What follows belongs to an exercise in optimizing a design on an open flow for small area and a short achievable clock period; a production flow would make more cautious choices. RTL that was checked went through simulation tests only; none was proved equivalent to the original. No functional check of the RTL was part of run 1. No activity file was given, so power comes from the tool's default toggle rates.

==> flow/design.v <==
module L1_cache #(
    parameter CTID = 0)
    (
    input logic clock,
    input logic reset,
    input logic [31:0] PCF,                  
    input logic [31:0] addr_rst,             
    input logic [1:0] tid_fetch,             
    input logic [31:0] br_target,            
    input logic [1:0] tid_br,                
    input logic [31:0] l2addr,               
    input logic [1:0] l2_tid,                
    input logic [127:0] l2_line,             
    input logic l2_valid_rsp,                
    output logic br_req,                     
    output logic req_spec,                   
    output logic req_refill,                 
    output logic [31:0] instr                
    );
    logic         active;       
    logic [27:0]  tag;          
    logic [127:0] data;         
    logic         zeroed;       
    genvar gi;
    localparam integer NF = 8;
    logic [1:0]    tid_ok;      
    logic [NF-1:0] fill_w, fill_wn;
    logic [127:0]  blk;         
    generate
        for (gi = 0; gi < 2; gi++) begin : g_tid
            if (CTID == 0) begin : g_t0
                L1_nor2 u_tidok (.a(l2_tid[0]), .b(l2_tid[1]), .y(tid_ok[gi]));
            end else begin : g_tn
                assign tid_ok[gi] = (l2_tid == CTID);
            end
        end
        for (gi = 0; gi < NF; gi++) begin : g_fill
            L1_fdec u_fdec (.valid(l2_valid_rsp), .tid_ok(tid_ok[gi/(NF/2)]), .f(fill_w[gi]), .fn(fill_wn[gi]));
        end
        for (gi = 0; gi < 128; gi++) begin : g_blk
            L1_sel2 u_blk (.s(fill_w[gi/(128/NF)]), .sn(fill_wn[gi/(128/NF)]), .a(l2_line[gi]), .b(data[gi]), .y(blk[gi]));
        end
    endgenerate
    logic fill, fill_n, tload, thold;
    L1_fdec u_fdec_t (.valid(l2_valid_rsp), .tid_ok(tid_ok[1]), .f(fill), .fn(fill_n));
    assign tload = fill & ~reset;
    assign thold = fill_n & ~reset;
    logic [27:0] tag_d;
    generate
        for (gi = 0; gi < 28; gi++) begin : g_tag
            L1_sel2 u_tag (.s(tload), .sn(thold), .a(l2addr[gi+4]), .b(tag[gi]), .y(tag_d[gi]));
        end
    endgenerate
    logic [6:0] ne_p, ne_b;
    generate
        for (gi = 0; gi < 7; gi++) begin : g_cmp
            L1_ne4 u_nep (.a(PCF[4*gi+7 -: 4]), .t(tag[4*gi+3 -: 4]), .ne(ne_p[gi]));
            L1_ne4 u_neb (.a(br_target[4*gi+7 -: 4]), .t(tag[4*gi+3 -: 4]), .ne(ne_b[gi]));
        end
    endgenerate
    logic miss_p, ok;
    assign miss_p = |ne_p;
    assign ok     = fill | ~zeroed;             
    localparam integer NH = 8;
    logic       ao_n;
    logic [3:0] pe;
    logic [NH-1:0] hn;
    assign ao_n = ~(active & ok);
    L1_nor2 u_pe0 (.a(ne_p[0]), .b(ne_p[1]), .y(pe[0]));
    L1_nor2 u_pe1 (.a(ne_p[2]), .b(ne_p[3]), .y(pe[1]));
    L1_nor2 u_pe2 (.a(ne_p[4]), .b(ne_p[5]), .y(pe[2]));
    L1_nor2 u_pe3 (.a(ne_p[6]), .b(ao_n),    .y(pe[3]));
    generate
        for (gi = 0; gi < NH; gi++) begin : g_hit
            L1_nand4 u_hn (.a(pe), .y(hn[gi]));
        end
    endgenerate
    localparam integer NW = 4;
    logic [3:0] wsel;
    logic [NW-1:0][3:0] wsel_c;
    L1_wdec u_wdec_s (.a(PCF[3:0]), .s(wsel));
    generate
        for (gi = 0; gi < NW; gi++) begin : g_wdec
            L1_wdec u_wdec (.a(PCF[3:0]), .s(wsel_c[gi]));
        end
        for (gi = 0; gi < 32; gi++) begin : g_out
            L1_word u_out (.s(wsel_c[gi/(32/NW)]), .d({blk[96+gi], blk[64+gi], blk[32+gi], blk[gi]}), .hn(hn[gi/(32/NH)]), .y(instr[gi]));
        end
    endgenerate
    assign req_spec   = active & ~miss_p & wsel[3];
    assign req_refill = active & miss_p;
    assign br_req     = ~active & (tid_br == CTID) & (|ne_b);
    always_ff @(posedge clock) begin
        active <= (tid_fetch == CTID);
        data   <= blk;
        tag    <= tag_d;
        zeroed <= reset | (zeroed & fill_n);
    end
endmodule
module L1_fdec (input logic valid, input logic tid_ok, output logic f, output logic fn);
    assign f  = valid & tid_ok;
    assign fn = ~(valid & tid_ok);
endmodule
module L1_sel2 (input logic s, input logic sn, input logic a, input logic b, output logic y);
    assign y = (s & a) | (sn & b);
endmodule
module L1_ne4 (input logic [3:0] a, input logic [3:0] t, output logic ne);
    assign ne = |(a ^ t);
endmodule
module L1_word (input logic [3:0] s, input logic [3:0] d, input logic hn, output logic y);
    assign y = ~hn & (|(s & d));
endmodule
module L1_nor2 (input logic a, input logic b, output logic y);
    assign y = ~(a | b);
endmodule
module L1_nand4 (input logic [3:0] a, output logic y);
    assign y = ~(&a);
endmodule
module L1_wdec (input logic [3:0] a, output logic [3:0] s);
    assign s[3] = (a == 4'hc);
    assign s[2] = (a == 4'h8);
    assign s[1] = (a == 4'h4);
    assign s[0] = ~(s[3] | s[2] | s[1]);
endmodule
==> flow/flow/run.sh <==
#!/bin/bash
# Standard ORFS layout; the only change is that port buffers use the smallest buffer cell.
set -euo pipefail
export BUFFER_PORTS_ARGS="-buffer_cell sky130_fd_sc_hd__buf_1"
bash standard.sh > standard_flow.log 2>&1
==> flow/standard.sh <==
#!/bin/bash
# synth_recipe.tcl (not shown) runs the flow's synth.tcl, then flattens the netlist and writes it again
# the make line also repeats each setting of config.mk as NAME=value (left out here)
make -C /OpenROAD-flow-scripts/flow DESIGN_CONFIG=/design/flow/config.mk WORK_HOME=/design/flow/orfs CLKGATE_MAP_FILE= SYNTH_SCRIPT=/design/flow/synth_recipe.tcl "${@:-finish}"
==> flow/config.mk <==
export PLATFORM = sky130hd
export DESIGN_NAME = L1_cache
export DESIGN_NICKNAME = L1_cache
export VERILOG_FILES = /design/flow/design.v
export SDC_FILE = /design/flow/constraint.sdc
export NUM_CORES = 4
export LEC_CHECK = 0
export CAP_MARGIN = 20
export CORE_MARGIN = 2
export CORE_UTILIZATION = 40
export CTS_BUF_LIST = sky130_fd_sc_hd__clkbuf_4 sky130_fd_sc_hd__clkbuf_8
export SETUP_SLACK_MARGIN = 2.0
export SLEW_MARGIN = 20
export SYNTH_HIERARCHICAL = 1
==> flow/constraint.sdc <==
create_clock -name core_clock -period 6.0 [get_ports {clock}]
set_input_delay 1.2000 -clock core_clock [delete_from_list [all_inputs] [get_ports {clock}]]
set_output_delay 1.2000 -clock core_clock [all_outputs]
set_load 0.01 [all_outputs]
==> results of run 1 <==
## registers in the layout, summed over array words and instances, names as in the netlist
signal  count
active      1
data      128
zeroed      1
tag        28
## cell type report
type | count | area share, %
Tap cell | 188 | 2.90
Clock inverter | 12 | 2.57
Clock buffer | 20 | 3.31
Multi-Input combinational cell | 389 | 38.4
Inverter | 1 | 0.0462
Sequential cell | 158 | 38.9
Timing Repair Buffer | 275 | 13.8
## worst max-delay path, delay by kind of cell
| kind | cells | cell delay [ns] |
|---|---|---|
| buf+inv | 3 | 0.47 |
| simple gates | 2 | 0.33 |
| compound gates | 3 | 0.74 |
## worst paths after layout
| check | to | cells after the start |
|---|---|---|
| max reg2reg | tag[8] | 1 |
| min reg2reg | zeroed | 1 |
| min | zeroed | 1 |
| max | instr[31] | 8 |
## what timing repair did
item / 4_1_cts / 5_1_grt
hold buffers: 0 / 0
cloned: 0 / 1
setup endpoints to repair: 32 / 32
setup buffers: 1 / 7
resized for setup: 28 / 44
pin swaps: 1 / 3
## power by group through the flow
| stage | clock network, mW | registers (mW) | logic (mW) |
|---|---|---|---|
| after detailed placement | 0 | 1.27 | 0.363 |
| after CTS | 0.950 | 1.25 | 0.371 |
| after global routing | 0.988 | 1.26 | 0.421 |
| final | 0.929 | 1.25 | 0.386 |
| after floorplan | 0 | 1.26 | 0.234 |
| after global placement | 0 | 1.26 | 0.352 |
## per-layer routing
layer | share of wire (%) | routed length, µm | track usage [%]
met1 | 44 | 8940 | 31.4
met2 | 46 | 9250 | 37.5
met3 | 7.0 | 1410 | 5.13
met4 | 2.6 | 533 | 9.76
met5 | 0 | 0 | 0
## per-stage QoR
stage / worst slack (ns) / std cells / total power, mW / cell area (µm²)
after floorplan: 2.30 / 547 / 1.49 / 6140
after global placement: 1.43 / 1002 / 1.62 / 7410
after detailed placement: 1.42 / 1002 / 1.63 / 7410
after CTS: 1.98 / 1035 / 2.57 / 7950
after global routing: 2.01 / 1043 / 2.67 / 8120
final: 2.06 / 1043 / 2.56 / 8120
==> summary.md, run 1 <==
| Metric | Value |
|---|---|
| Routed Antenna Nets | `0` |
| Synth Cell Area | `between 6000 and 7000 µm²` |
| GP Congestion | `just over 0.9` |
| Register area | `roughly 3200 µm²` |
| Filler cells | `approximately 1400` |
| H-tree depth | `4` |
| Vias per cell | `approximately 5.7` |
| Starting Density | `between 40% and 50%` |
| Sequential power share | `between 40% and 50%` |
| Worst stage delay on the critical path | `roughly 0.34 ns` |
| Clock sink count | `~160` |
| Fmax | `approximately 0.25 GHz` |
| PortBufs | `about 260` |
| Hold WC Path Type | `reg -> reg` |
| Clk pwr share | `between 30% and 40%` |
| I/O pins | `300` |
| Layout cell share with drive strength beyond 1 | `a little over a tenth` |
| Max cap viols | `0` |
| Slowest CP cell | `a22oi_1` |
| Area grow syn2layout | `32.3%` |
| DRC errors left | `0` |
| Slew Limit Fails | `0` |
| Worst vdd ir | `128 µV` |
| Clock latency on the worst-skew pair | `~0.44 ns` |
| Nets | `1107` |
| Unrepaired setup endpoints after global routing | `no` |
| Clock Pin Slew Worst Setup and Hold Paths | `~0.090 ns` |
| CP Launch Type | `input port` |
| Arr. time, crit path | `2.74 ns` |
| Cell Chain, Critical Path | `buf_4, nor2_4, buf_4, nand2_4, a22o_1, a22oi_1, a21oi_1, buf_1` |
| Number of buffers created by CTS | `17` |
| Net Sw Frac | `25.1%` |
| Skew final | `0 ns` |
| DPL Wire Length | `roughly 15 mm` |
| CTS Root Cell | `clkbuf_8` |
| Area of the multi-input gates | `~3100 µm²` |
| Largest net degree at the start of global routing | `29` |
| Crit Path Class | `in -> out` |
| Setup TNS | `0 ns` |
| ANT cells | `0` |
| Reg2reg setup slack | `between 5 and 6 ns` |
| Crit-path max FO | `16` |
| Power per cell area | `between 300 and 400 nW/µm²` |
| WL final | `between 20 and 25 mm` |
| Final Core Density | `between 50% and 60%` |
| Gr ovfl total | `0` |
| Hold Slack | `between 0.4 and 0.5 ns` |
| Min-delay src | `zeroed` |
| Worst-margin pin slew | `about 0.67 ns` |
| Sw Pwr | `between 0.6 and 0.7 mW` |
| Crit share post-route | `approximately two thirds` |
| # setup viols final | `0` |
| Combinational share of power | `between 15 and 20%` |
| Wire per inst | `about 19 µm` |
| Cell count after synthesis | `roughly 550` |
| Final hold viol count | `0` |
| Via Count | `approximately 5900` |
| Chip width | `approximately 130 µm` |
| GRT Total Usage | `between 20% and 30%` |
| CP Capture Type | `primary output` |
| Max_slew headroom | `54.9%` |
| Synthesized Nets | `~800` |
| Total iterations of the first detailed-routing run | `5` |
| Syn_area_per_cell | `roughly 11 µm²` |
| Antenna violations before repair | `0` |
| Commonest non-fill, non-tap cell in the layout | `buf_1` |
| Bufs on Longest Clock Path | `2` |
| Most frequent cells in the layout | `buf_1, dfxtp_1, a22o_1` |
| Static Leak | `~3.0 nW` |
| Critical R2R Launch | `tag[8]` |
| DRT iter0 DRCs | `~390` |
| Pint | `1.92 mW` |
| Die Ht | `128 µm` |
| Fin crit period | `approximately 3.9 ns` |
| Core region area | `between 15000 and 20000 µm²` |
| First-pass GRT wire length | `30.1 mm` |
| Vias in the first global route | `approximately 5700` |
| CTS tree | `yes` |
| Status | `no timing/DRC/antenna violations` |
| Crit path required time | `~4.8 ns` |
| Crit. Startpoint | `l2_tid[1]` |
| Row count | `45` |
| CP dominant cell by count | `buf_4` |
| Synth Warn # | `7` |
| Die ar. | `16400 µm²` |
==> run 2: changes to the inputs <==
--- a/flow/design.v
+++ b/flow/design.v
@@ -61,7 +61,7 @@
     logic miss_p, ok;
     assign miss_p = |ne_p;
     assign ok     = fill | ~zeroed;             
-    localparam integer NH = 8;
+    localparam integer NH = 4;
     logic       ao_n;
     logic [3:0] pe;
     logic [NH-1:0] hn;
@@ -75,19 +75,19 @@
             L1_nand4 u_hn (.a(pe), .y(hn[gi]));
         end
     endgenerate
-    localparam integer NW = 4;
-    logic [3:0] wsel;
-    logic [NW-1:0][3:0] wsel_c;
-    L1_wdec u_wdec_s (.a(PCF[3:0]), .s(wsel));
+    localparam integer NW = 2;
+    logic [NW:0] nm;
+    logic [NW:0][3:0] wsel_c;
     generate
-        for (gi = 0; gi < NW; gi++) begin : g_wdec
-            L1_wdec u_wdec (.a(PCF[3:0]), .s(wsel_c[gi]));
+        for (gi = 0; gi <= NW; gi++) begin : g_wdec
+            L1_nor2 u_nm (.a(PCF[1]), .b(PCF[0]), .y(nm[gi]));
+            L1_wdec u_wdec (.a(PCF[3:2]), .nm(nm[gi]), .s(wsel_c[gi]));
         end
         for (gi = 0; gi < 32; gi++) begin : g_out
             L1_word u_out (.s(wsel_c[gi/(32/NW)]), .d({blk[96+gi], blk[64+gi], blk[32+gi], blk[gi]}), .hn(hn[gi/(32/NH)]), .y(instr[gi]));
         end
     endgenerate
-    assign req_spec   = active & ~miss_p & wsel[3];
+    assign req_spec   = active & ~miss_p & wsel_c[NW][3];
     assign req_refill = active & miss_p;
     assign br_req     = ~active & (tid_br == CTID) & (|ne_b);
     always_ff @(posedge clock) begin
@@ -116,9 +116,9 @@
 module L1_nand4 (input logic [3:0] a, output logic y);
     assign y = ~(&a);
 endmodule
-module L1_wdec (input logic [3:0] a, output logic [3:0] s);
-    assign s[3] = (a == 4'hc);
-    assign s[2] = (a == 4'h8);
-    assign s[1] = (a == 4'h4);
-    assign s[0] = ~(s[3] | s[2] | s[1]);
+module L1_wdec (input logic [1:0] a, input logic nm, output logic [3:0] s);
+    assign s[3] = nm &  a[1] &  a[0];
+    assign s[2] = nm &  a[1] & ~a[0];
+    assign s[1] = nm & ~a[1] &  a[0];
+    assign s[0] = ~(nm & (a[1] | a[0]));
 endmodule
==> run 2 against run 1 <==
  * Clock skew stayed put
  * Cell area is 2.9% lower
  * Sequential power about the same
  * Largest power group unchanged
  * Register-to-register slack hardly changed
  * Sequential share of layout area is 1.2 points higher
  * Routed wire length down 1.3%
  * Via count shrank 3.6%
  * Highest routed layer unchanged
  * Largest cell class unchanged
  * Worst setup slack improved by 0.016 ns
  * Global-route usage grew 0.36 points
  * Die area fell by 1.4%
  * Still clean on timing, DRC and antenna
  * Synthesized cell count decreased by 2.6%
==> summary.md, run 2 <==
| Metric | Value |
|---|---|
| Worst Hold End | `zeroed` |
| Crit-path max FO | `16` |
| Length in cells of the worst reg-to-reg path | `1` |
| Status | `no timing/DRC/antenna violations` |
| Synth Cell Area | `between 6000 and 7000 µm²` |
| Hold WC Path Type | `reg -> reg` |
| Skew final | `0 ns` |
| Commonest non-fill, non-tap cell in the layout | `buf_1` |
| Routed Antenna Nets | `0` |
| GRT Total Usage | `roughly a quarter` |
| Fmax | `~0.25 GHz` |
| Static Leak | `about 3.0 nW` |
| Nets | `between 1000 and 1500` |
| DRC errors left | `0` |
| Slew Limit Fails | `0` |
| Min-delay src | `zeroed` |
| Filler cells | `around 1400` |
| CTS tree | `yes` |
| Top reg by flops | `data` |
| Die ar. | `between 15000 and 20000 µm²` |
| Cell count after synthesis | `around 530` |
| Cell Chain, Critical Path | `clkbuf_2, nor2_4, buf_12, and2_4, a22o_1, a22oi_1, a21oi_1, buf_1` |
| Slowest CP cell | `a22oi_1` |
| Fin crit period | `between 3 and 4 ns` |
| Crit path required time | `~4.8 ns` |
| Die Ht | `127 µm` |
| Crit share post-route | `about two thirds` |
| DRT iter0 DRCs | `between 400 and 500` |
| Number of buffers created by CTS | `17` |
| Unrepaired setup endpoints after global routing | `no` |
| CP Capture Type | `primary output` |
| Total iterations of the first detailed-routing run | `5` |
| Hold Slack | `approximately 0.47 ns` |
| First-pass GRT wire length | `roughly 30 mm` |
| DPL Wire Length | `roughly 14 mm` |
| Area grow syn2layout | `30.3%` |
| Cts hold-fix bufs | `0` |
| Max cap viols | `0` |
| Clock sink count | `~160` |
| CTS Root Cell | `clkbuf_8` |
| Max_slew headroom | `a little under three fifths` |
| Final Core Density | `53.9%` |
| Wire per inst | `just under 20 µm` |
| Chip width | `127 µm` |
| H-tree depth | `4` |
| Gr ovfl total | `0` |
| Worst vdd ir | `around 160 µV` |
| Starting Density | `between 40 and 50%` |
| Clock Pin Slew Worst Setup and Hold Paths | `about 0.080 ns` |
| WL final | `19.9 mm` |
| # setup viols final | `0` |
| Critical R2R Launch | `tag[7]` |
| Reg2reg setup slack | `approximately 5.3 ns` |
| Final hold viol count | `0` |
| Layout cell share with drive strength beyond 1 | `approximately a tenth` |
| Sum of buffers and inverters on the critical path | `3` |
| Setup TNS | `0 ns` |
| Synth Warn # | `7` |
| Vias per cell | `5.61` |
| Syn_area_per_cell | `11.4 µm²` |
| GP Congestion | `around 0.85` |
| Worst R2R End | `tag[7]` |
| I/O pins | `300` |
| CP Launch Type | `input port` |
| Top Family by Delay on Critical Path | `compound AO/OA/AOI/OAI gates` |
| Worst stage delay on the critical path | `0.33 ns` |
| Antenna violations before repair | `0` |
| Largest net degree at the start of global routing | `29` |
| PortBufs | `between 200 and 300` |
| ANT cells | `0` |
| Vias in the first global route | `roughly 5600` |
| Power per cell area | `about 310 nW/µm²` |
| Arr. time, crit path | `2.73 ns` |
| Bufs on Longest Clock Path | `2` |
| Row count | `44` |
| Worst-margin pin slew | `about 0.67 ns` |
| Clock latency on the worst-skew pair | `between 0.4 and 0.5 ns` |
| Cells on Worst Hold Path | `1` |
| Core region area | `around 15000 µm²` |
| Number of flip-flops in the largest register | `~130` |
| Largest registers | `data: 128 flops, tag: 28 flops` |
| Via Count | `approximately 5700` |
| Crit. path cell count | `8` |
| Most frequent cells in the layout | `buf_1, dfxtp_1, a22o_1` |
| Synthesized Nets | `~800` |
| Crit Path Class | `in -> out` |
[run 2: what timing repair did]
action                                  in CTS  in global routing
pin swaps                                    4                  4
endpoints found under the setup margin      32                 32
cloned                                       0                  1
buffers inserted                             4                  3
resized for setup                           25                 25
[run 2: through the flow]
step | area [µm²] | setup slack [ns] | std cells | power (mW)
finish | 7890 | 2.07 | 1018 | 2.41
floorplan | 6050 | 2.23 | 533 | 1.49
global route | 7890 | 2.01 | 1018 | 2.53
CTS | 7760 | 2.00 | 1014 | 2.42
detailed placement | 7270 | 1.50 | 978 | 1.62
global placement | 7270 | 1.54 | 978 | 1.60
[run 2: worst max path at each step]
stage	start	endpoint	slack, ns
global route	l2_tid[1]	instr[12]	2.01
global placement	l2_tid[1]	instr[9]	1.54
floorplan	PCF[3]	instr[0]	2.23
detailed placement	l2_tid[1]	instr[9]	1.50
CTS	l2_tid[1]	instr[19]	2.00
finish	l2_tid[0]	instr[16]	2.07
[run 2: routing by layer]
| metal | share of wire, % | track usage (%) | vias up |
|---|---|---|---|
| met2 | 46 | 37.6 | 277 |
| met1 | 44 | 32.0 | 2666 |
| met5 | 0 | 0 | - |
| met3 | 7.9 | 6.83 | 30 |
| li1 | - | - | 2738 |
| met4 | 2.0 | 8.34 | 0 |
[run 2: cell type report]
cell class	count	area [µm²]	share of cell area, %
clock buffer	17	234	2.97
clock inverter	15	164	2.08
inverter	1	3.75	0.0476
multi-input combinational	375	3020	38.3
sequential	158	3160	40.1
tap	184	230	2.92
timing repair buffer	268	1070	13.6
[run 2: report_power, final]
| group | internal, mW | switching, mW |
|---|---|---|
| clock | 0.375 | 0.420 |
| combinational | 0.190 | 0.180 |
| sequential | 1.20 | 0.0472 |
==> run 3: changes to the inputs <==
--- a/flow/config.mk
+++ b/flow/config.mk
@@ -9,6 +9,6 @@
 export CORE_MARGIN = 2
 export CORE_UTILIZATION = 40
 export CTS_BUF_LIST = sky130_fd_sc_hd__clkbuf_4 sky130_fd_sc_hd__clkbuf_8
-export SETUP_SLACK_MARGIN = 2.0
+export SETUP_SLACK_MARGIN = 2.3
 export SLEW_MARGIN = 20
 export SYNTH_HIERARCHICAL = 1
==> run 3 against run 2 <==
  * Critical path depth is 1 higher
  * Clock skew stayed put
  * Power is 1.4% higher
  * Area after synthesis stayed put
  * Cell count is 0.49% higher
  * Non-clock buffer count is 6 higher
  * Routed wire length is 3.2% higher
  * Clock-buffer cell count is 2 higher
  * Global-route usage is 0.86 points higher
  * Sequential power hardly changed
  * Combinational power is 8.4% higher
  * Synthesized cell count stayed put
  * Largest cell class is now multi-input combinational cells
==> summary.md, run 3 <==
| Metric | Value |
|---|---|
| Status | `no timing/DRC/antenna violations` |
| Chip width | `between 100 and 150 µm` |
| Routed Antenna Nets | `0` |
| Bufs on Longest Clock Path | `2` |
| Number of buffers created by CTS | `17` |
| Clock latency on the worst-skew pair | `approximately 0.45 ns` |
| Worst-margin pin slew | `just over 0.7 ns` |
| Post-place setup slack | `approximately 1.5 ns` |
| Skew final | `0 ns` |
| Starting Density | `about two fifths` |
| Fin crit period | `roughly 3.7 ns` |
| Final hold viol count | `0` |
| GP Congestion | `approximately 0.85` |
| # setup viols final | `0` |
| ANT cells | `0` |
| Crit. Startpoint | `l2_tid[1]` |
| Vias in the first global route | `a little under 6000` |
| DRC errors left | `0` |
| Row count | `44` |
| Crit Path Class | `in -> out` |
| Largest net degree at the start of global routing | `29` |
| Setup TNS | `0 ns` |
| Total iterations of the first detailed-routing run | `4` |
| Filler cells | `between 1000 and 1500` |
| WL final | `~20 mm` |
| Arr. time, crit path | `2.55 ns` |
| Crit-path max FO | `16` |
| Syn_area_per_cell | `~11 µm²` |
| Unrepaired setup endpoints after global routing | `yes` |
| Wire per inst | `between 20 and 25 µm` |
| Static Leak | `3.15 nW` |
| Sum of buffers and inverters on the critical path | `4` |
| Max_slew headroom | `between 50% and 60%` |
| Largest registers | `data: 128 flops, tag: 28 flops` |
| Crit path required time | `4.80 ns` |
| Clock sink count | `158` |
| Worst vdd ir | `~150 µV` |
| Area grow syn2layout | `36.6%` |
| Crit share post-route | `between 60% and 70%` |
| Cell count after synthesis | `533` |
| Final Cell Area | `slightly above 8000 µm²` |
| Worst stage delay on the critical path | `0.29 ns` |
| I/O pins | `300` |
| Gr ovfl total | `0` |
| Register area | `3160 µm²` |
| Fmax | `around 0.27 GHz` |
| CP dominant cell by count | `buf_12` |
| Synth Warn # | `7` |
| Top Family by Delay on Critical Path | `compound AO/OA/AOI/OAI gates` |
| CTS tree | `yes` |
| Cell Chain, Critical Path | `buf_12, nor2_4, buf_12, buf_4, nand2_8, a22o_1, a22oi_2, a21oi_2, buf_2` |
| Commonest non-fill, non-tap cell in the layout | `buf_1` |
| Antenna violations before repair | `0` |
| Fin cells | `a little over 1000` |
| Die Ht | `about 130 µm` |
| First-pass GRT wire length | `31.3 mm` |
| Hold Slack | `about 0.47 ns` |
| Area after DPL | `~7300 µm²` |
| Hold WC Path Type | `reg -> reg` |
| GRT Total Usage | `roughly a quarter` |
| CP Capture Type | `primary output` |
| Slowest CP cell | `a22oi_2` |
| Most frequent cells in the layout | `buf_1, dfxtp_1, a22o_1` |
| Area of the multi-input gates | `approximately 3300 µm²` |
| Power per cell area | `296 nW/µm²` |
| Placed cell count | `977` |
| Max cap viols | `0` |
| PortBufs | `roughly 260` |
| Vias per cell | `~5.7` |
| Clock Pin Slew Worst Setup and Hold Paths | `about 0.080 ns` |
| Synthesized Nets | `between 700 and 800` |
| Synth Cell Area | `6050 µm²` |
| Min-delay src | `zeroed` |
| Die ar. | `roughly 16000 µm²` |
| CTS Root Cell | `clkbuf_8` |
| Final WS setup | `2.25 ns` |
| Top reg by flops | `data` |
| H-tree depth | `4` |
| Via Count | `5781` |
| Reg2reg setup slack | `~5.2 ns` |
| CP Launch Type | `input port` |
| DPL Wire Length | `14.3 mm` |
| Nets | `roughly 1100` |
| Layout cell share with drive strength beyond 1 | `about a fifth` |
| Cts hold-fix bufs | `0` |
| Core region area | `14600 µm²` |
| Slew Limit Fails | `0` |
| DRT iter0 DRCs | `500` |
| Number of flip-flops in the largest register | `roughly 130` |
| Critical R2R Launch | `data[81]` |
## run 3: through the flow
| step | util (%) | total power [mW] |
|---|---|---|
| finish | 56.5 | 2.45 |
| CTS | 55.5 | 2.45 |
| global placement | 49.6 | 1.60 |
| global route | 56.5 | 2.56 |
| floorplan | - | 1.49 |
| detailed placement | 49.6 | 1.62 |
## run 3: worst paths after layout
path | endpoint | cells after the start
setup / recovery | instr[17] | 9
setup reg to reg | data[81] | 2
hold / removal | zeroed | 1
hold reg to reg | zeroed | 1
## run 3: cell type report
type | instances | share of cell area, %
clock buffers | 19 | 3.16
clock inverters | 12 | 1.63
inverters | 1 | 0.0454
multi-input cells | 375 | 39.4
flip-flops and latches | 158 | 38.3
well taps | 184 | 2.78
repair buffers | 274 | 14.7
## run 3: what timing repair did
item,4_1_cts,5_1_grt
buffers inserted,11,3
gates resized for setup,124,26
cloned,1,0
pin swaps,11,5
hold endpoints to repair,0,0
endpoints found under the setup margin,32,32
## run 3: report_power, final
part	internal [mW]	switching (mW)	leakage, nW	total, mW
registers	1.20	0.0471	1.32	1.25
clock network	0.392	0.407	0.191	0.799
logic	0.201	0.199	1.64	0.401
## run 3: routing by layer
layer / part of all wire, % / vias up / GRT usage (%)
li1: - / 2738 / -
met1: 44 / 2786 / 32.1
met2: 47 / 233 / 40.6
met3: 6.9 / 24 / 6.87
met4: 1.9 / 0 / 8.02
met5: 0 / - / 0
## run 3: worst reg2reg max path, cell delays in order (launching register included)
cell,delay [ns]
dfxtp_1,0.31
a22o_1,0.22
buf_4,0.13
==> run 4: changes to the inputs <==
--- a/flow/config.mk
+++ b/flow/config.mk
@@ -9,6 +9,6 @@
 export CORE_MARGIN = 2
 export CORE_UTILIZATION = 40
 export CTS_BUF_LIST = sky130_fd_sc_hd__clkbuf_4 sky130_fd_sc_hd__clkbuf_8
-export SETUP_SLACK_MARGIN = 2.3
+export SETUP_SLACK_MARGIN = 2.1
 export SLEW_MARGIN = 20
 export SYNTH_HIERARCHICAL = 1
==> run 4 against run 3 <==
  * Still clean
  * Clock power shrank 0.5%
  * Sequential power is essentially flat
  * Worst setup slack lost 0.069 ns
  * First-iteration DRC count shrank 6.8%
  * Area after synthesis is the same
  * Flip-flop and latch count is the same
  * Global-route usage shrank 0.62 points
  * Hold slack is essentially flat
  * Synthesized cell count is the same
  * Non-clock buffer count shrank 7
  * Highest routed layer unchanged
==> summary.md, run 4 <==
| Metric | Value |
|---|---|
| Met3 routed WL | `1.51 mm` |
| Total iterations of the first detailed-routing run | `5` |
| DRT iter0 DRCs | `roughly 470` |
| Clock latency on the worst-skew pair | `roughly 0.46 ns` |
| Final Core Density | `53.9%` |
| GRT Total Usage | `around a quarter` |
| Commonest non-fill, non-tap cell in the layout | `buf_1` |
| Starting Density | `slightly above 40%` |
| Most frequent cells in the layout | `buf_1, dfxtp_1, a22o_1` |
| Fin crit period | `about 3.8 ns` |
| Unrepaired setup endpoints after global routing | `yes` |
| # setup viols final | `0` |
| Die Ht | `around 130 µm` |
| Max cap viols | `0` |
| M1 wire length | `8.76 mm` |
| Number of buffers created by CTS | `17` |
| Via Count | `about 5700` |
| Setup TNS | `0 ns` |
| Vias per cell | `5.63` |
| Arr. time, crit path | `~2.6 ns` |
| CTS tree | `yes` |
| Die ar. | `roughly 16000 µm²` |
| Crit. Startpoint | `l2_tid[1]` |
| Final hold viol count | `0` |
| Core region area | `~15000 µm²` |
| Bufs on Longest Clock Path | `2` |
| Worst-margin pin slew | `slightly below 0.7 ns` |
| Chip width | `between 100 and 150 µm` |
| Crit Path Class | `in -> out` |
| Crit path required time | `between 4 and 5 ns` |
| I/O pins | `300` |
| Synth Warn # | `7` |
| Number of flip-flops in the largest register | `128` |
| Largest net degree at the start of global routing | `29` |
| GP Congestion | `0.851` |
| Slew Limit Fails | `0` |
| H-tree depth | `4` |
| DRC errors left | `0` |
| CP Capture Type | `primary output` |
| Wire per inst | `a little under 20 µm` |
| Syn_area_per_cell | `~11 µm²` |
| Worst vdd ir | `161 µV` |
| Nets | `1085` |
| Largest registers | `data: 128 flops, tag: 28 flops` |
| Area grow syn2layout | `30.5%` |
| Met2 Wirelength | `about 9.1 mm` |
| Top reg by flops | `data` |
| Routed Antenna Nets | `0` |
| Clock sink count | `approximately 160` |
| Crit-path max FO | `16` |
| Gr ovfl total | `0` |
| Skew final | `0 ns` |
| Status | `no timing/DRC/antenna violations` |
| DPL Wire Length | `14.3 mm` |
| Max_slew headroom | `a little over half` |
| Row count | `44` |
| WL final | `19.8 mm` |
| Hold WC Path Type | `reg -> reg` |
| Synthesized Nets | `about 800` |
| Vias in the first global route | `~5700` |
| Crit share post-route | `approximately 64%` |
| Antenna violations before repair | `0` |
| Min-delay src | `zeroed` |
| CP Launch Type | `input port` |
| Power per cell area | `around 310 nW/µm²` |
| Cell count after synthesis | `533` |
| Highest routed layer | `met4` |
| Critical R2R Launch | `tag[7]` |
| Clock Pin Slew Worst Setup and Hold Paths | `0.08 ns` |
| PortBufs | `~260` |
| Static Leak | `between 2 and 3 nW` |
| Fmax | `roughly 0.26 GHz` |
| Synth Cell Area | `6050 µm²` |
| ANT cells | `0` |
| Cts hold-fix bufs | `0` |
| Layout cell share with drive strength beyond 1 | `10.3%` |
| First-pass GRT wire length | `30.4 mm` |
| CTS Root Cell | `clkbuf_8` |
-- run 4: area by class of cell --
| cell class | instances | area, µm² |
|---|---|---|
| multi-input combinational | 375 | 3030 |
| timing repair buffer | 267 | 1080 |
| tap | 184 | 230 |
| clock inverter | 15 | 164 |
| inverter | 1 | 3.75 |
| clock buffer | 17 | 234 |
| fill | 1368 | 6740 |
| sequential | 158 | 3160 |
-- run 4: repair_timing --
action,in CTS,in global routing
resized for setup,42,17
pin swaps,7,2
setup endpoints to repair,32,32
buffers inserted,5,1
gates cloned,1,0
hold endpoints to repair,0,0
-- run 4: metrics by stage --
| step | area (µm²) | power [mW] | worst slack (ns) | std cells | hold WS, ns |
|---|---|---|---|---|---|
| after floorplan | 6050 | 1.49 | 2.23 | 533 | 0.426 |
| after global placement | 7270 | 1.60 | 1.54 | 978 | 0.436 |
| after detailed placement | 7270 | 1.62 | 1.50 | 978 | 0.446 |
| after CTS | 7820 | 2.42 | 2.10 | 1016 | 0.466 |
| after global routing | 7900 | 2.53 | 2.09 | 1017 | 0.486 |
| final | 7900 | 2.41 | 2.18 | 1017 | 0.469 |
-- run 4: worst paths after layout --
path / cells after the start / slack (ns) / endpoint
worst max-delay path: 8 / 2.18 / instr[2]
worst min register to register: 1 / 0.47 / zeroed
worst max register to register: 1 / 5.34 / tag[7]
worst min-delay path: 1 / 0.47 / zeroed
-- run 4: power by group --
part           leakage, nW  switching [mW]  internal (mW)
Combinational         1.47           0.180          0.190
Sequential            1.32          0.0470           1.20
Clock                0.190           0.421          0.375
Total                 2.98           0.648           1.76
-- run 4: layer usage --
metal | global-route usage (%) | vias up
met4 | 8.34 | 0
met5 | 0 | -
met3 | 6.83 | 33
met2 | 37.8 | 284
met1 | 32.6 | 2676
li1 | - | 2736
-- run 4: critical path, cell delays in order --
cell and delay (ns):
buf_2 0.20, nor2_4 0.07, buf_12 0.14, and2_4 0.20
a22o_1 0.26, a22oi_1 0.30, a21oi_2 0.10, clkbuf_2 0.13
==> run 5: changes to the inputs <==
--- a/flow/design.v
+++ b/flow/design.v
@@ -23,11 +23,11 @@
     logic         zeroed;       
     genvar gi;
     localparam integer NF = 8;
-    logic [1:0]    tid_ok;      
+    logic [NF:0]   tid_ok;      
     logic [NF-1:0] fill_w, fill_wn;
     logic [127:0]  blk;         
     generate
-        for (gi = 0; gi < 2; gi++) begin : g_tid
+        for (gi = 0; gi <= NF; gi++) begin : g_tid
             if (CTID == 0) begin : g_t0
                 L1_nor2 u_tidok (.a(l2_tid[0]), .b(l2_tid[1]), .y(tid_ok[gi]));
             end else begin : g_tn
@@ -35,14 +35,14 @@
             end
         end
         for (gi = 0; gi < NF; gi++) begin : g_fill
-            L1_fdec u_fdec (.valid(l2_valid_rsp), .tid_ok(tid_ok[gi/(NF/2)]), .f(fill_w[gi]), .fn(fill_wn[gi]));
+            L1_fdec u_fdec (.valid(l2_valid_rsp), .tid_ok(tid_ok[gi]), .f(fill_w[gi]), .fn(fill_wn[gi]));
         end
         for (gi = 0; gi < 128; gi++) begin : g_blk
             L1_sel2 u_blk (.s(fill_w[gi/(128/NF)]), .sn(fill_wn[gi/(128/NF)]), .a(l2_line[gi]), .b(data[gi]), .y(blk[gi]));
         end
     endgenerate
     logic fill, fill_n, tload, thold;
-    L1_fdec u_fdec_t (.valid(l2_valid_rsp), .tid_ok(tid_ok[1]), .f(fill), .fn(fill_n));
+    L1_fdec u_fdec_t (.valid(l2_valid_rsp), .tid_ok(tid_ok[NF]), .f(fill), .fn(fill_n));
     assign tload = fill & ~reset;
     assign thold = fill_n & ~reset;
     logic [27:0] tag_d;
==> run 5 against run 4 <==
  * Still clean
  * Highest routed layer unchanged
  * Worst setup slack improved by 0.023 ns
  * Power increased by 0.19%
  * Critical path depth decreased by 1
==> summary.md, run 5 <==
| Metric | Value |
|---|---|
| Fmax | `between 0.2 and 0.3 GHz` |
| Worst R2R End | `tag[16]` |
| Total power | `between 2 and 2.5 mW` |
| Skew final | `0 ns` |
| Slew Limit Fails | `0` |
| I/O pins | `300` |
| CTS Root Cell | `clkbuf_8` |
| Static Leak | `3.01 nW` |
| Synth Warn # | `7` |
| Length in cells of the worst reg-to-reg path | `1` |
| Die Ht | `between 100 and 150 µm` |
| GP Congestion | `0.885` |
| Clock Pin Slew Worst Setup and Hold Paths | `roughly 0.090 ns` |
| Core region area | `approximately 15000 µm²` |
| CP Launch Type | `input port` |
| Critical R2R Launch | `tag[16]` |
| # setup viols final | `0` |
| Crit Path Class | `in -> out` |
| Crit path required time | `4.80 ns` |
| Synth Cell Area | `~6000 µm²` |
| Status | `no timing/DRC/antenna violations` |
| DPL Wire Length | `about 14 mm` |
| Power per cell area | `between 300 and 400 nW/µm²` |
| Most frequent cells in the layout | `buf_1, dfxtp_1, a22o_1` |
| Hold WC Path Type | `reg -> reg` |
| Met3 routed WL | `1.21 mm` |
| Synthesized Nets | `805` |
| Nets | `approximately 1100` |
| M1 wire length | `between 8 and 9 mm` |
| Crit share post-route | `about 63%` |
| Routed Antenna Nets | `0` |
| PortBufs | `around 260` |
| Filler cells | `1424` |
| Clock latency on the worst-skew pair | `0.45 ns` |
| Highest routed layer | `met4` |
| Arr. time, crit path | `2.60 ns` |
| GRT Total Usage | `between 20% and 30%` |
| Unrepaired setup endpoints after global routing | `yes` |
| Number of flip-flops in the largest register | `approximately 130` |
| Syn_area_per_cell | `between 10 and 15 µm²` |
| Area grow syn2layout | `30.0%` |
| Bufs on Longest Clock Path | `2` |
| Gr ovfl total | `0` |
| Final Cell Area | `roughly 7900 µm²` |
| Worst vdd ir | `124 µV` |
| Top reg by flops | `data` |
| Die ar. | `around 16000 µm²` |
| WL final | `20.1 mm` |
| Reg2reg setup slack | `~5.3 ns` |
| First-pass GRT wire length | `roughly 30 mm` |
| DRC errors left | `0` |
| Largest registers | `data: 128 flops, tag: 28 flops` |
| Row count | `45` |
| ANT cells | `0` |
| Cell count after synthesis | `540` |
| Setup crit end | `instr[15]` |
| Largest net degree at the start of global routing | `29` |
| Antenna violations before repair | `0` |
| Final hold viol count | `0` |
| Clock sink count | `around 160` |
| Chip width | `roughly 130 µm` |
| CTS tree | `yes` |
| Fin crit period | `~3.8 ns` |
| Met2 Wirelength | `between 9 and 10 mm` |
| Worst-margin pin slew | `0.704 ns` |
| Commonest non-fill, non-tap cell in the layout | `buf_1` |
| Layout cell share with drive strength beyond 1 | `between 10% and 20%` |
| Crit. Startpoint | `l2_tid[1]` |
| Setup TNS | `0 ns` |
| Via Count | `slightly below 6000` |
| Vias per cell | `roughly 5.6` |
| DRT iter0 DRCs | `about 370` |
| H-tree depth | `4` |
| Area after DPL | `7310 µm²` |
| Starting Density | `between 40% and 50%` |
| Number of buffers created by CTS | `17` |
| Max_slew headroom | `between 50% and 60%` |
| Crit-path max FO | `16` |
| CP Capture Type | `primary output` |
| Wire per inst | `19.6 µm` |
| Total iterations of the first detailed-routing run | `5` |
| Cts hold-fix bufs | `0` |
| Vias in the first global route | `between 5000 and 6000` |
| Max cap viols | `0` |
run 5: area by class of cell:
cell class / instances / area [µm²] / area share, %
sequential: 158 / 3160 / 40.0
multi-input combinational: 383 / 3030 / 38.4
timing repair buffer: 267 / 1060 / 13.5
clock buffer: 20 / 269 / 3.40
tap: 188 / 235 / 2.98
clock inverter: 12 / 135 / 1.71
inverter: 1 / 3.75 / 0.0475
run 5: per-layer routing:
metal	global-route usage, %	up-vias
met5	0	-
met4	10.9	0
met3	5.53	42
met2	38.7	237
met1	30.1	2761
li1	-	2752
run 5: repair_timing:
| item | 4_1_cts | 5_1_grt |
|---|---|---|
| cloned | 0 | 2 |
| buffers inserted | 4 | 2 |
| endpoints found under the hold margin | 0 | 0 |
| gates resized for setup | 24 | 37 |
| pin swaps | 0 | 3 |
| endpoints found under the setup margin | 32 | 32 |
run 5: worst min path at each step:
stage / to / from / slack, ns / cells past startpoint
after floorplan: zeroed / zeroed / 0.43 / 1
after CTS: data[81] / data[81] / 0.48 / 1
after detailed placement: data[18] / data[18] / 0.45 / 1
final: zeroed / zeroed / 0.47 / 1
after global routing: data[29] / data[29] / 0.49 / 1
after global placement: zeroed / zeroed / 0.43 / 1
run 5: metrics by stage:
| step | instances | utilization, % | setup slack, ns | hold WS (ns) |
|---|---|---|---|---|
| 2_1_floorplan | 540 | - | 2.23 | 0.426 |
| 3_5_place_dp | 989 | 48.6 | 1.55 | 0.452 |
| 6_report | 1029 | 52.6 | 2.20 | 0.471 |
| 3_3_place_gp | 989 | 48.6 | 1.61 | 0.433 |
| 5_1_grt | 1029 | 52.6 | 2.10 | 0.488 |
| 4_1_cts | 1025 | 51.8 | 2.07 | 0.476 |
run 5: power by group:
| group | switching, mW | internal [mW] |
|---|---|---|
| combinational | 0.180 | 0.188 |
| sequential | 0.0479 | 1.20 |
| clock | 0.401 | 0.400 |
| total | 0.629 | 1.79 |
run 5: critical path, stage by stage:
cell	delay (ns)
buf_2	0.20
nor2_1	0.09
and2_2	0.30
a22o_1	0.29
a22oi_1	0.26
a21oi_1	0.11
buf_1	0.14
==> run 6: changes to the inputs <==
--- a/flow/config.mk
+++ b/flow/config.mk
@@ -7,7 +7,7 @@
 export LEC_CHECK = 0
 export CAP_MARGIN = 20
 export CORE_MARGIN = 2
-export CORE_UTILIZATION = 40
+export CORE_UTILIZATION = 35
 export CTS_BUF_LIST = sky130_fd_sc_hd__clkbuf_4 sky130_fd_sc_hd__clkbuf_8
 export SETUP_SLACK_MARGIN = 2.1
 export SLEW_MARGIN = 20
==> run 6 against run 5 <==
  * Sequential power is essentially flat
  * Via count shrank 2.3%
  * Area after synthesis is the same
  * Die area grew 14%
  * First-iteration DRC count shrank 7.5%
  * Fmax shrank 1.1%
  * Core utilization shrank 5.8 points
  * Flip-flop and latch count is the same
  * Global-route usage shrank 2.6 points
  * Non-clock buffer count grew 1
==> summary.md, run 6 <==
| Metric | Value |
|---|---|
| Status | `no timing/DRC/antenna violations` |
| Area grow syn2layout | `31.7%` |
| Synth Cell Area | `6080 µm²` |
| Largest net degree at the start of global routing | `29` |
| ANT cells | `0` |
| CP Capture Type | `primary output` |
| Final Cell Area | `roughly 8000 µm²` |
| Clock Pin Slew Worst Setup and Hold Paths | `0.09 ns` |
| Synthesized Nets | `805` |
| Most frequent cells in the layout | `buf_1, dfxtp_1, a22o_1` |
| Core region area | `between 15000 and 20000 µm²` |
| Setup TNS | `0 ns` |
| H-tree depth | `4` |
| Row count | `48` |
| Cts hold-fix bufs | `0` |
| WL final | `19.9 mm` |
| Largest registers | `data: 128 flops, tag: 28 flops` |
| Via Count | `5657` |
| Commonest non-fill, non-tap cell in the layout | `buf_1` |
| Worst vdd ir | `between 100 and 150 µV` |
| Total iterations of the first detailed-routing run | `4` |
| Chip width | `136 µm` |
| Slew Limit Fails | `0` |
| Max_slew headroom | `just over 70%` |
| Slowest CP cell | `and2_2` |
| Final WS setup | `around 2.2 ns` |
| Nets | `1092` |
| Worst stage delay on the critical path | `roughly 0.43 ns` |
| Final hold viol count | `0` |
| Routed Antenna Nets | `0` |
| Crit Path Class | `in -> out` |
| Layout cell share with drive strength beyond 1 | `a little over a tenth` |
| Total power | `around 2.6 mW` |
| Skew final | `0 ns` |
| Area after DPL | `approximately 7400 µm²` |
| Synth Warn # | `7` |
| Top reg by flops | `data` |
| GP Congestion | `0.780` |
| Length in cells of the worst reg-to-reg path | `1` |
| Gr ovfl total | `0` |
| DPL Wire Length | `roughly 14 mm` |
| Cells on Worst Hold Path | `1` |
| CTS tree | `yes` |
| Power per cell area | `320 nW/µm²` |
| Fmax | `~0.26 GHz` |
| Die Ht | `between 100 and 150 µm` |
| Bufs on Longest Clock Path | `2` |
| I/O pins | `300` |
| Post-place setup slack | `about 1.5 ns` |
| Cell count after synthesis | `540` |
| Clock sink count | `~160` |
| Met2 Wirelength | `between 9 and 10 mm` |
| Unrepaired setup endpoints after global routing | `yes` |
| Vias in the first global route | `roughly 5600` |
| Starting Density | `between 30% and 40%` |
| Arr. time, crit path | `approximately 2.6 ns` |
| M1 wire length | `~9.1 mm` |
| CP Launch Type | `input port` |
| Hold WC Path Type | `reg -> reg` |
| Number of buffers created by CTS | `17` |
| DRT iter0 DRCs | `roughly 350` |
| Highest routed layer | `met4` |
| Vias per cell | `roughly 5.3` |
| # setup viols final | `0` |
| Static Leak | `3.02 nW` |
| First-pass GRT wire length | `29.8 mm` |
| Syn_area_per_cell | `approximately 11 µm²` |
| Antenna violations before repair | `0` |
| Fin crit period | `around 3.8 ns` |
| Crit-path max FO | `16` |
| PortBufs | `about 260` |
| Filler cells | `1739` |
| GRT Total Usage | `between 20% and 30%` |
| Clock latency on the worst-skew pair | `about 0.44 ns` |
| DRC errors left | `0` |
| Max cap viols | `0` |
| Met3 routed WL | `1.34 mm` |
| Cell Chain, Critical Path | `buf_2, nor2_1, and2_2, a22o_1, a22oi_1, a21oi_1, clkbuf_2` |
| Number of flip-flops in the largest register | `128` |
| Crit share post-route | `between 60% and 70%` |
| CTS Root Cell | `clkbuf_8` |
| Worst-margin pin slew | `between 0.4 and 0.5 ns` |
| Wire per inst | `18.7 µm` |
| Die ar. | `approximately 18000 µm²` |
| Crit path required time | `roughly 4.8 ns` |
run 6: repair_timing:
| action | 4_1_cts | 5_1_grt |
|---|---|---|
| endpoints found under the setup margin | 32 | 32 |
| setup buffers | 4 | 1 |
| pin swaps | 0 | 1 |
| resized for setup | 25 | 29 |
run 6: worst max-delay path: cells and delay by family:
| family | cells | cell delay, ns |
|---|---|---|
| buffers and inverters | 2 | 0.33 |
| AND/OR/NAND/NOR | 2 | 0.59 |
| AO/OA/AOI/OAI | 3 | 0.51 |
run 6: per-layer routing:
metal	vias up	GRT usage [%]
met4	0	7.87
met3	29	6.02
met1	2661	27.7
li1	2753	-
met5	-	0
met2	214	33.4
run 6: power breakdown:
group          internal [mW]  switching (mW)  total (mW)
registers               1.20          0.0434        1.24
logic                  0.188           0.175       0.363
clock network          0.551           0.404       0.955
run 6: area by class of cell:
class                   count  area, µm²  area share (%)
clock buffers              19        249            3.11
clock inverters            13        236            2.95
inverters                   1       3.75          0.0469
multi-input cells         381       3000            37.5
flip-flops and latches    158       3160            39.5
well taps                 225        282            3.52
repair buffers            268       1070            13.4
run 6: worst paths after layout:
| check | from | end | slack (ns) |
|---|---|---|---|
| max | l2_tid[1] | instr[26] | 2.16 |
| min | zeroed | zeroed | 0.46 |
| max reg2reg | tag[0] | tag[0] | 5.36 |
| min reg2reg | zeroed | zeroed | 0.46 |
run 6: per-stage QoR:
step,util [%],std cells,hold slack (ns)
after floorplan,-,540,0.426
after global placement,43.0,1028,0.437
after detailed placement,43.0,1028,0.444
after CTS,46.3,1064,0.465
after global routing,46.8,1065,0.476
final,46.8,1065,0.461
==> run 7: changes to the inputs <==
--- a/flow/config.mk
+++ b/flow/config.mk
@@ -7,7 +7,7 @@
 export LEC_CHECK = 0
 export CAP_MARGIN = 20
 export CORE_MARGIN = 2
-export CORE_UTILIZATION = 35
+export CORE_UTILIZATION = 45
 export CTS_BUF_LIST = sky130_fd_sc_hd__clkbuf_4 sky130_fd_sc_hd__clkbuf_8
 export SETUP_SLACK_MARGIN = 2.1
 export SLEW_MARGIN = 20
==> run 7 against run 6 <==
  * Still clean on timing, DRC and antenna
  * Sequential share of layout area increased by 0.64 points
  * Core utilization is 13 points higher
  * Cell count fell by 4.9%
  * Fmax down 0.14%
  * Combinational power about the same
  * Clock skew stayed put
  * Power is 3.7% lower
  * Critical path type unchanged
  * Highest routed layer unchanged
==> summary.md, run 7 <==
| Metric | Value |
|---|---|
| Clock Pin Slew Worst Setup and Hold Paths | `0.08 ns` |
| DRT iter0 DRCs | `between 400 and 500` |
| Bufs on Longest Clock Path | `2` |
| Area after DPL | `7290 µm²` |
| Clock sink count | `between 150 and 200` |
| WL final | `just under 20 mm` |
| Die Ht | `roughly 120 µm` |
| Largest net degree at the start of global routing | `29` |
| Wire per inst | `roughly 19 µm` |
| I/O pins | `300` |
| Crit Path Class | `in -> out` |
| Clock latency on the worst-skew pair | `approximately 0.44 ns` |
| Largest registers | `data: 128 flops, tag: 28 flops` |
| Worst vdd ir | `roughly 120 µV` |
| Sequential power share | `approximately half` |
| Filler cells | `around 1200` |
| Clk pwr share | `34.8%` |
| Final hold viol count | `0` |
| Slew Limit Fails | `0` |
| Synthesized Nets | `805` |
| Die ar. | `14500 µm²` |
| Chip width | `around 120 µm` |
| CP Launch Type | `input port` |
| Combinational share of power | `14.7%` |
| Area grow syn2layout | `29.6%` |
| Fmax | `about 0.26 GHz` |
| CTS tree | `yes` |
| Net Sw Frac | `roughly a quarter` |
| Skew final | `0 ns` |
| Length in cells of the worst reg-to-reg path | `1` |
| Vias in the first global route | `between 5000 and 6000` |
| Crit-path max FO | `19` |
| Synth Cell Area | `a little over 6000 µm²` |
| Cell count after synthesis | `540` |
| Max cap viols | `0` |
| Max_slew headroom | `between 50% and 60%` |
| Number of flip-flops in the largest register | `approximately 130` |
| Layout cell share with drive strength beyond 1 | `between 10% and 20%` |
| H-tree depth | `4` |
| Synth Warn # | `7` |
| ANT cells | `0` |
| Cells on Worst Hold Path | `1` |
| Register area | `between 3000 and 4000 µm²` |
| Area of the multi-input gates | `3020 µm²` |
| DRC errors left | `0` |
| Via Count | `around 5700` |
| Core region area | `around 13000 µm²` |
| DPL Wire Length | `roughly 14 mm` |
| Routed Antenna Nets | `0` |
| Total iterations of the first detailed-routing run | `5` |
| Crit share post-route | `between 60% and 70%` |
| Sw Pwr | `~0.60 mW` |
| Top reg by flops | `data` |
| Most frequent cells in the layout | `buf_1, dfxtp_1, a22o_1` |
| Cts hold-fix bufs | `0` |
| Commonest non-fill, non-tap cell in the layout | `buf_1` |
| First-pass GRT wire length | `29.5 mm` |
| Row count | `42` |
| Power per cell area | `roughly 310 nW/µm²` |
| Unrepaired setup endpoints after global routing | `yes` |
| Pint | `1.86 mW` |
| Worst-margin pin slew | `between 0.6 and 0.7 ns` |
| Antenna violations before repair | `0` |
| GP Congestion | `0.839` |
| CTS Root Cell | `clkbuf_8` |
| # setup viols final | `0` |
| Setup TNS | `0 ns` |
| Arr. time, crit path | `2.64 ns` |
| Fin crit period | `just under 4 ns` |
| Crit path required time | `4.80 ns` |
| PortBufs | `roughly 260` |
| Static Leak | `between 2 and 3 nW` |
| Number of buffers created by CTS | `17` |
| Nets | `roughly 1100` |
| Gr ovfl total | `0` |
| Final Cell Area | `7880 µm²` |
| Status | `no timing/DRC/antenna violations` |
| Vias per cell | `between 5 and 6` |
| Hold WC Path Type | `reg -> reg` |
| Syn_area_per_cell | `around 11 µm²` |
| GRT Total Usage | `between 20% and 30%` |
| Starting Density | `between 40% and 50%` |
| CP Capture Type | `primary output` |
==> run 7: layer usage <==
metal	global-route usage, %	vias to the layer above	share of wire (%)
met4	8.65	0	1.6
met5	0	-	0
met1	34.1	2696	42
met2	42.6	264	47
met3	7.31	23	8.6
li1	-	2750	-
==> run 7: metrics by stage <==
stage	hold WS (ns)	setup WS (ns)	instances	total power [mW]	utilization (%)
6_report	0.473	2.16	1013	2.47	59.5
4_1_cts	0.476	2.08	1012	2.47	58.8
3_3_place_gp	0.434	1.67	977	1.60	55.1
2_1_floorplan	0.426	2.23	540	1.49	-
5_1_grt	0.487	2.07	1013	2.58	59.5
3_5_place_dp	0.452	1.61	977	1.62	55.1
==> run 7: power by group through the flow <==
stage / registers [mW] / clock network (mW) / logic (mW)
2_1_floorplan: 1.26 / 0 / 0.233
6_report: 1.24 / 0.858 / 0.363
4_1_cts: 1.24 / 0.875 / 0.355
5_1_grt: 1.26 / 0.918 / 0.401
3_5_place_dp: 1.27 / 0 / 0.349
3_3_place_gp: 1.26 / 0 / 0.338
==> run 7: layout make-up <==
type                       count  share of cell area [%]
tap                          176                    2.79
multi-input combinational    382                    38.3
clock inverter                11                    2.08
clock buffer                  20                    3.41
inverter                       1                  0.0476
timing repair buffer         265                    13.2
sequential                   158                    40.1
==> run 7: final timing paths <==
| check | from | endpoint | slack, ns |
|---|---|---|---|
| worst max-delay path | l2_valid_rsp | instr[9] | 2.16 |
| worst min-delay path | data[118] | data[118] | 0.47 |
| worst max register to register | tag[6] | tag[6] | 5.35 |
| worst min register to register | data[118] | data[118] | 0.47 |
==> run 7: timing repair <==
| item | 4_1_cts | 5_1_grt |
|---|---|---|
| pin swaps | 0 | 3 |
| setup buffers | 4 | 0 |
| gates resized for setup | 23 | 33 |
| endpoints found under the setup margin | 32 | 32 |
| cloned | 0 | 1 |
==> run 7: worst max-delay path, stage by stage <==
cell and delay [ns]:
buf_4 0.27, and2_1 0.21, o21ai_0 0.08, nor2_1 0.22, nand4_1 0.13, buf_4 0.21, a21oi_1 0.15, buf_1 0.17
==> run 8: changes to the inputs <==
--- a/flow/config.mk
+++ b/flow/config.mk
@@ -7,8 +7,8 @@
 export LEC_CHECK = 0
 export CAP_MARGIN = 20
 export CORE_MARGIN = 2
-export CORE_UTILIZATION = 45
+export CORE_UTILIZATION = 40
 export CTS_BUF_LIST = sky130_fd_sc_hd__clkbuf_4 sky130_fd_sc_hd__clkbuf_8
-export SETUP_SLACK_MARGIN = 2.1
+export SETUP_SLACK_MARGIN = 2.2
 export SLEW_MARGIN = 20
 export SYNTH_HIERARCHICAL = 1
==> run 8 against run 7 <==
  * Sequential power about the same
  * Clock power decreased by 6.2%
  * Critical path depth decreased by 1
  * Cell area increased by 2.3%
  * Cell count increased by 1.8%
  * Sequential share of layout area decreased by 0.91 points
  * Synthesized cell count unchanged
  * Clock skew unchanged
  * Power decreased by 1.4%
  * First-iteration DRC count decreased by 19%
  * Combinational power increased by 5%
  * Hold slack got worse by 0.0015 ns
==> summary.md, run 8 <==
| Metric | Value |
|---|---|
| Chip width | `~130 µm` |
| Power per cell area | `roughly 300 nW/µm²` |
| CP Capture Type | `primary output` |
| # setup viols final | `0` |
| Crit-path max FO | `16` |
| Skew final | `0 ns` |
| Hold WC Path Type | `reg -> reg` |
| Vias in the first global route | `~5700` |
| Number of buffers created by CTS | `17` |
| Worst vdd ir | `116 µV` |
| Total iterations of the first detailed-routing run | `4` |
| Total power | `2.43 mW` |
| DRT iter0 DRCs | `~350` |
| Core region area | `about 15000 µm²` |
| Wire per inst | `~20 µm` |
| Final Cell Area | `a little over 8000 µm²` |
| CTS tree | `yes` |
| Area grow syn2layout | `32.6%` |
| Bufs on Longest Clock Path | `2` |
| Starting Density | `roughly two fifths` |
| Routed Antenna Nets | `0` |
| Static Leak | `between 3 and 4 nW` |
| Worst stage delay on the critical path | `between 0.3 and 0.4 ns` |
| Synth Warn # | `7` |
| Largest net degree at the start of global routing | `29` |
| Max_slew headroom | `a little over half` |
| Vias per cell | `~5.7` |
| Syn_area_per_cell | `roughly 11 µm²` |
| Via Count | `just under 6000` |
| First-pass GRT wire length | `30.0 mm` |
| Filler cells | `roughly 1400` |
| Hold Slack | `roughly 0.47 ns` |
| Arr. time, crit path | `2.56 ns` |
| Synthesized Nets | `just over 800` |
| Fmax | `approximately 0.27 GHz` |
| Top reg by flops | `data` |
| Setup TNS | `0 ns` |
| Largest registers | `data: 128 flops, tag: 28 flops` |
| ANT cells | `0` |
| Gr ovfl total | `0` |
| GRT Total Usage | `23.8%` |
| Clock Pin Slew Worst Setup and Hold Paths | `about 0.090 ns` |
| Synth Cell Area | `about 6100 µm²` |
| GP Congestion | `around 0.9` |
| Die Ht | `around 130 µm` |
| Number of flip-flops in the largest register | `approximately 130` |
| Layout cell share with drive strength beyond 1 | `14.7%` |
| Nets | `1095` |
| Row count | `45` |
| Clock latency on the worst-skew pair | `between 0.4 and 0.5 ns` |
| CP Launch Type | `input port` |
| Status | `no timing/DRC/antenna violations` |
| Area after DPL | `about 7300 µm²` |
| Post-place setup slack | `between 1.5 and 2 ns` |
| PortBufs | `around 260` |
| Worst-margin pin slew | `between 0.7 and 0.8 ns` |
| Crit Path Class | `in -> out` |
| H-tree depth | `4` |
| Clock sink count | `~160` |
| Slowest CP cell | `and2_4` |
| Cell Chain, Critical Path | `buf_6, nor2_1, and2_4, a22o_1, a22oi_1, a21oi_4, buf_2` |
| WL final | `20.7 mm` |
| Die ar. | `approximately 16000 µm²` |
| Cell count after synthesis | `540` |
| I/O pins | `300` |
| Antenna violations before repair | `0` |
| CTS Root Cell | `clkbuf_8` |
| Max cap viols | `0` |
| Fin crit period | `between 3 and 4 ns` |
| Final WS setup | `~2.2 ns` |
| Crit share post-route | `a little over three fifths` |
| DRC errors left | `0` |
| Slew Limit Fails | `0` |
| Cts hold-fix bufs | `0` |
| Commonest non-fill, non-tap cell in the layout | `buf_1` |
| Most frequent cells in the layout | `buf_1, dfxtp_1, a22o_1` |
| Unrepaired setup endpoints after global routing | `no` |
| Crit path required time | `~4.8 ns` |
| DPL Wire Length | `between 10 and 15 mm` |
| Final hold viol count | `0` |
-- run 8: timing repair --
item	CTS	global route
cloned	0	5
gates resized for setup	39	78
hold endpoints to repair	0	0
setup buffers	5	0
pin swaps	3	5
setup endpoints to repair	32	32
-- run 8: per-stage QoR --
step / util [%] / cells
6_report: 53.6 / 1031
5_1_grt: 53.6 / 1031
4_1_cts: 52.0 / 1026
3_5_place_dp: 48.6 / 989
3_3_place_gp: 48.6 / 989
2_1_floorplan: - / 540
-- run 8: report_power, final --
part	internal [mW]	switching [mW]
Sequential	1.20	0.0479
Combinational	0.192	0.189
Clock	0.400	0.404
Total	1.79	0.641
-- run 8: worst max-delay path, delay by kind of cell --
| kind | cells | cell delay (ns) |
|---|---|---|
| buffers and inverters | 2 | 0.29 |
| AO/OA/AOI/OAI | 3 | 0.52 |
| AND/OR/NAND/NOR | 2 | 0.55 |
-- run 8: metal layers --
layer,global-route usage [%],wire length [µm],share of wire [%],vias up
met2,38.8,9710,47,242
li1,-,-,-,2766
met1,30.0,9100,44,2800
met4,10.8,665,3.2,0
met5,0,0,0,-
met3,5.53,1200,5.8,42
-- run 8: path summary, 6_finish.rpt --
| check | startpoint | to | slack [ns] | cells past startpoint |
|---|---|---|---|---|
| max reg2reg | tag[16] | tag[16] | 5.32 | 1 |
| max | l2_tid[1] | instr[28] | 2.24 | 7 |
| min | zeroed | zeroed | 0.47 | 1 |
| min reg2reg | zeroed | zeroed | 0.47 | 1 |
-- run 8: area by class of cell --
cell class | instances | area, µm² | share of cell area (%)
clock buffer | 20 | 269 | 3.34
clock inverter | 12 | 135 | 1.68
inverter | 1 | 3.75 | 0.0466
multi-input combinational | 386 | 3160 | 39.2
sequential | 158 | 3160 | 39.2
tap | 188 | 235 | 2.92
timing repair buffer | 266 | 1100 | 13.6
==> run 9: changes to the inputs <==
--- a/flow/config.mk
+++ b/flow/config.mk
@@ -9,6 +9,6 @@
 export CORE_MARGIN = 2
 export CORE_UTILIZATION = 40
 export CTS_BUF_LIST = sky130_fd_sc_hd__clkbuf_4 sky130_fd_sc_hd__clkbuf_8
-export SETUP_SLACK_MARGIN = 2.2
+export SETUP_SLACK_MARGIN = 2.3
 export SLEW_MARGIN = 20
 export SYNTH_HIERARCHICAL = 1
==> run 9 against run 8 <==
  * First-iteration DRC count shrank 8.3%
  * Routed wire length increased by 1.5%
  * Power increased by 3.0%
  * Cell area is 5.2% higher
  * Fmax grew 2.4%
  * Clock power increased by 5.5%
  * Worst setup slack gained 0.088 ns
  * Cell count grew 0.68%
  * Via count is 0.62% higher
  * Area after synthesis unchanged
  * Largest power group unchanged
  * Combinational power grew 7.3%
==> summary.md, run 9 <==
| Metric | Value |
|---|---|
| Syn_area_per_cell | `between 10 and 15 µm²` |
| Static Leak | `3.25 nW` |
| Top reg by flops | `data` |
| Max_slew headroom | `a little over half` |
| Placed cell count | `approximately 990` |
| Cells on Worst Hold Path | `1` |
| PortBufs | `approximately 260` |
| Largest registers | `data: 128 flops, tag: 28 flops` |
| Wire per inst | `20.2 µm` |
| Fin cells | `around 1000` |
| GRT Total Usage | `about 25%` |
| Hold WC Path Type | `reg -> reg` |
| Slew Limit Fails | `0` |
| Synth Warn # | `7` |
| Reg2reg setup slack | `between 5 and 6 ns` |
| Clock Pin Slew Worst Setup and Hold Paths | `approximately 0.080 ns` |
| Fin crit period | `roughly 3.7 ns` |
| CTS Root Cell | `clkbuf_8` |
| Length in cells of the worst reg-to-reg path | `1` |
| Crit Path Class | `in -> out` |
| Most frequent cells in the layout | `buf_1, dfxtp_1, a22o_1` |
| Via Count | `roughly 5900` |
| Total iterations of the first detailed-routing run | `5` |
| Net Sw Frac | `25.6%` |
| Bufs on Longest Clock Path | `2` |
| Arr. time, crit path | `between 2 and 2.5 ns` |
| DRT iter0 DRCs | `between 300 and 400` |
| Number of flip-flops in the largest register | `between 100 and 150` |
| Sum of buffers and inverters on the critical path | `2` |
| DRC errors left | `0` |
| Combinational share of power | `between 15 and 20%` |
| WL final | `around 21 mm` |
| Nets | `between 1000 and 1500` |
| Status | `no timing/DRC/antenna violations` |
| Max cap viols | `0` |
| Critical R2R Launch | `tag[17]` |
| Worst vdd ir | `134 µV` |
| CP Launch Type | `input port` |
| Final hold viol count | `0` |
| Power per cell area | `about 300 nW/µm²` |
| Worst R2R End | `tag[17]` |
| Synth Cell Area | `about 6000 µm²` |
| Fmax | `between 0.2 and 0.3 GHz` |
| # setup viols final | `0` |
| Unrepaired setup endpoints after global routing | `yes` |
| Synthesized Nets | `approximately 810` |
| Post-place setup slack | `1.55 ns` |
| Die ar. | `between 15000 and 20000 µm²` |
| DPL Wire Length | `approximately 14 mm` |
| Final Cell Area | `~8500 µm²` |
| Largest net degree at the start of global routing | `29` |
| Chip width | `about 130 µm` |
| Sw Pwr | `0.642 mW` |
| Vias in the first global route | `around 5900` |
| ANT cells | `0` |
| CP Capture Type | `primary output` |
| Layout cell share with drive strength beyond 1 | `21.1%` |
| Routed Antenna Nets | `0` |
| Gr ovfl total | `0` |
| H-tree depth | `4` |
| Worst Hold End | `zeroed` |
| CTS tree | `yes` |
| Cell count after synthesis | `between 500 and 600` |
| Slowest CP cell | `and2_2` |
| Crit share post-route | `61.2%` |
| Worst-margin pin slew | `about 0.71 ns` |
| Setup TNS | `0 ns` |
| Final Core Density | `56.4%` |
| Die Ht | `127 µm` |
| Top Family by Delay on Critical Path | `simple AND/OR/NAND/NOR gates` |
| Core region area | `about 15000 µm²` |
| Worst stage delay on the critical path | `around 0.30 ns` |
| Clock latency on the worst-skew pair | `between 0.4 and 0.5 ns` |
| Cell Chain, Critical Path | `buf_16, nor2_4, and2_2, a22o_1, a22oi_2, a21oi_2, buf_2` |
| Number of buffers created by CTS | `17` |
| Crit-path max FO | `8` |
| First-pass GRT wire length | `31.4 mm` |
| Sequential power share | `roughly 50%` |
| Area grow syn2layout | `39.6%` |
| Commonest non-fill, non-tap cell in the layout | `buf_1` |
| GP Congestion | `0.920` |
| Final WS setup | `~2.3 ns` |
| I/O pins | `300` |
| Starting Density | `roughly two fifths` |
| Vias per cell | `5.67` |
| Clock sink count | `158` |
| Pint | `1.86 mW` |
| Crit path required time | `4.80 ns` |
| Total power | `2.50 mW` |
| Row count | `45` |
| Antenna violations before repair | `0` |
| Clk pwr share | `about a third` |
| Skew final | `0 ns` |
| Hold Slack | `0.467 ns` |
| Area after DPL | `roughly 7300 µm²` |
| Min-delay src | `zeroed` |
-- run 9: timing repair --
action,4_1_cts,5_1_grt
setup buffers,9,1
endpoints found under the setup margin,32,33
pin swaps,7,14
cloned,7,2
gates resized for setup,117,66
hold buffers,0,0
-- run 9: layout make-up --
class | instances | area, µm²
fill | 1404 | 6550
clock inverter | 9 | 133
tap | 188 | 235
sequential | 158 | 3160
inverter | 1 | 3.75
multi-input combinational | 389 | 3420
timing repair buffer | 271 | 1230
clock buffer | 22 | 297
-- run 9: worst max-delay path by stage --
stage | start | end | cells past startpoint | slack (ns)
global placement | l2_valid_rsp | instr[4] | 6 | 1.64
floorplan | PCF[3] | instr[0] | 3 | 2.58
CTS | PCF[29] | instr[10] | 8 | 2.31
detailed placement | l2_valid_rsp | instr[23] | 7 | 1.55
global route | PCF[12] | instr[22] | 8 | 2.24
finish | l2_tid[0] | instr[9] | 7 | 2.33
-- run 9: per-layer routing --
| metal | GRT usage [%] | vias to the layer above | routed length (µm) |
|---|---|---|---|
| li1 | - | 2785 | - |
| met1 | 32.6 | 2775 | 9190 |
| met2 | 39.6 | 282 | 9690 |
| met3 | 6.07 | 44 | 1450 |
| met4 | 11.1 | 0 | 655 |
| met5 | 0 | - | 0 |
-- run 9: power groups by stage --
stage / clock, mW / sequential (mW) / combinational (mW)
after floorplan: 0 / 1.26 / 0.233
after global placement: 0 / 1.26 / 0.342
after detailed placement: 0 / 1.27 / 0.354
after CTS: 0.865 / 1.25 / 0.384
after global routing: 0.899 / 1.26 / 0.445
final: 0.849 / 1.25 / 0.409

static timing again, ports no longer ideal:
In the flow no input, the clock included, has a driving cell. The finished layouts below were timed again as built, in two steps. Step 1 sets driving cells, clkbuf_16 on the clock port and buf_2 on the other inputs (assumed; they add their load-dependent delay and slew). Step 2 also shifts input and output timing later by t, the mid clock arrival at the registers, as if the neighbouring blocks saw the same clock. Slacks: ideal ports / drivers / drivers and shift; pairs: ideal ports / drivers.
run	t (ns)	setup slack, ns
run 1	0.475	2.058 / 2.032 / 2.032
run 2	0.493	2.073 / 2.035 / 2.035
run 3	0.487	2.250 / 2.195 / 2.195
run 4	0.493	2.181 / 2.143 / 2.143
run 5	0.479	2.203 / 2.140 / 2.140
run 6	0.477	2.163 / 2.117 / 2.117
run 7	0.472	2.157 / 2.114 / 2.114
run 8	0.479	2.240 / 2.183 / 2.183
run 9	0.481	2.328 / 2.218 / 2.218
After both steps setup and hold are still met in every run listed.
